Context: an optimization exercise on an open-source flow, tuned for small area, a short achievable clock period and few clock cycles per item. The choices shown serve that exercise and are no tape-out recipe.
At most, simulation tests tie the RTL to the original design; equivalence was not proved.

==> module geofence, before the edit <==
module geofence (clk, reset, X, Y, valid, is_inside);
input clk;
input reset;
input [9:0] X;
input [9:0] Y;
output valid;
output is_inside;
reg  [3:0] cnt;       
reg  [9:0] px, py;
reg  [9:0] dmx, dmy, rmx, rmy, lmx, lmy;    
reg        dsx, dsy, rsx, rsy, lsx, lsy;    
reg        in_flag;
wire [10:0] ex = {1'b0, X} - {1'b0, px};
wire [10:0] ey = {1'b0, Y} - {1'b0, py};
wire        nx = ex[10], ny = ey[10];
wire [9:0]  ox, oy;
assign ox[0] = 1'b0;
assign oy[0] = 1'b0;
genvar j;
generate
    for (j = 1; j < 10; j = j + 1) begin : g_abs
        assign ox[j] = ox[j-1] | ex[j-1];
        assign oy[j] = oy[j-1] | ey[j-1];
    end
endgenerate
wire        zx = ~(ox[9] | ex[9]), zy = ~(oy[9] | ey[9]);    
always @(posedge clk) begin
    dmx <= ex[9:0] ^ ({10{nx}} & ox);
    dmy <= ey[9:0] ^ ({10{ny}} & oy);
    dsx <= nx | (zx & ny);
    dsy <= ny | (zy & ~nx);
end
wire tie = ~dsy;
wire npa, nql;
wire pa = ~npa, ql = ~nql;
cross_pos u_a (.usx(rsx), .umx(rmx), .usy(rsy), .umy(rmy),
               .wsx(dsx), .wmx(dmx), .wsy(dsy), .wmy(dmy), .tie(tie), .npos(npa));
cross_pos u_b (.usx(lsx), .umx(lmx), .usy(lsy), .umy(lmy),
               .wsx(dsx), .wmx(dmx), .wsy(dsy), .wmy(dmy), .tie(tie), .npos(nql));
wire pb = ~ql;        
always @(posedge clk or posedge reset) begin
    if (reset)            cnt <= 4'd0;
    else if (cnt[3])      cnt <= 4'd0;
    else                  cnt <= cnt + 4'd1;
end
wire first = (cnt == 4'd2);
always @(posedge clk) begin
    if (cnt == 4'd0) begin
        px <= X;
        py <= Y;
    end
    if (first || (!pa && pb)) begin
        rmx <= dmx; rsx <= dsx; rmy <= dmy; rsy <= dsy;
    end
    if (first || (pa && !pb)) begin
        lmx <= dmx; lsx <= dsx; lmy <= dmy; lsy <= dsy;
    end
    if (first)                          in_flag <= 1'b0;
    else if (!pa && !pb)               in_flag <= 1'b1;
end
assign valid = cnt[3];
assign is_inside = in_flag;
endmodule
==> flow/config.mk <==
export PLATFORM = sky130hd
export DESIGN_NAME = geofence
export DESIGN_NICKNAME = geofence
export VERILOG_FILES = /design/flow/design.v
export SDC_FILE = /design/flow/constraint.sdc
export NUM_CORES = 4
export LEC_CHECK = 0
export ABC_CLOCK_PERIOD_IN_PS = 4000
export CAP_MARGIN = 20
export CORE_MARGIN = 2
export CORE_UTILIZATION = 40
export SLEW_MARGIN = 20
export SYNTH_HIERARCHICAL = 1
==> flow/constraint.sdc <==
create_clock -name core_clock -period 12.0 [get_ports {clk}]
set_input_delay 2.4000 -clock core_clock [delete_from_list [all_inputs] [get_ports {clk}]]
set_output_delay 2.4000 -clock core_clock [all_outputs]
set_load 0.01 [all_outputs]
standard.sh (not shown) runs the stock make flow with config.mk's settings and CLKGATE_MAP_FILE= SYNTH_SCRIPT=/design/flow/synth_recipe.tcl, a recipe that flattens the netlist after the stock synthesis.
==> flow/flow/run.sh <==
#!/bin/bash
set -euo pipefail
bash standard.sh SETUP_SLACK_MARGIN=6.25 finish > standard.log 2>&1
Testbench counts at the start, summed over its fixed seeds: cycles 10,800, objects 1,200.
Change:
--- a/flow/design.v
+++ b/flow/design.v
@@ -10,25 +10,17 @@
 reg  [9:0] dmx, dmy, rmx, rmy, lmx, lmy;    
 reg        dsx, dsy, rsx, rsy, lsx, lsy;    
 reg        in_flag;
 wire [10:0] ex = {1'b0, X} - {1'b0, px};
 wire [10:0] ey = {1'b0, Y} - {1'b0, py};
+wire [9:0]  fx = px - X;
+wire [9:0]  fy = py - Y;
 wire        nx = ex[10], ny = ey[10];
-wire [9:0]  ox, oy;
-assign ox[0] = 1'b0;
-assign oy[0] = 1'b0;
-genvar j;
-generate
-    for (j = 1; j < 10; j = j + 1) begin : g_abs
-        assign ox[j] = ox[j-1] | ex[j-1];
-        assign oy[j] = oy[j-1] | ey[j-1];
-    end
-endgenerate
-wire        zx = ~(ox[9] | ex[9]), zy = ~(oy[9] | ey[9]);    
+wire        zx = (X == px), zy = (Y == py);
 always @(posedge clk) begin
-    dmx <= ex[9:0] ^ ({10{nx}} & ox);
-    dmy <= ey[9:0] ^ ({10{ny}} & oy);
+    dmx <= nx ? fx : ex[9:0];
+    dmy <= ny ? fy : ey[9:0];
     dsx <= nx | (zx & ny);
     dsy <= ny | (zy & ~nx);
 end
 wire tie = ~dsy;
 wire npa, nql;
The new run completed with no timing, DRC or antenna violations.
Setup slack got worse by 110 ps.
Non-clock buffer count increases by 27.
Clock-buffer cell count decreases by 1.
Sequential share of layout area decreases by 0.80 points.
Register-to-register slack got worse by 110 ps.
First-iteration DRC count increases by roughly a tenth.
Via count increases by a few percent.
No functional check of the RTL was part of the second run of this note.

==> afterwards: timing with drivers on the ports <==
The results above use ideal ports. As a check the final layouts listed here were re-extracted and re-timed, cells and wires unchanged. Step 1: set_driving_cell puts a clkbuf_16 on clk and a buf_2 on each other input, an assumption about the parent block. Step 2 also shifts input and output timing later by t, the mid clock arrival at the registers, as if the neighbouring blocks saw the same clock. a / b / c = ideal ports / drivers / drivers and shift; a / b = the first two.
run	shift t [ns]	setup WS [ns]	clock arrival spread, ns
the first run	0.367	6.484 / 6.484 / 6.484	0.009 / 0.009
the second run	0.378	6.372 / 6.372 / 6.372	0.010 / 0.011
After both steps setup and hold are still met in every run listed.
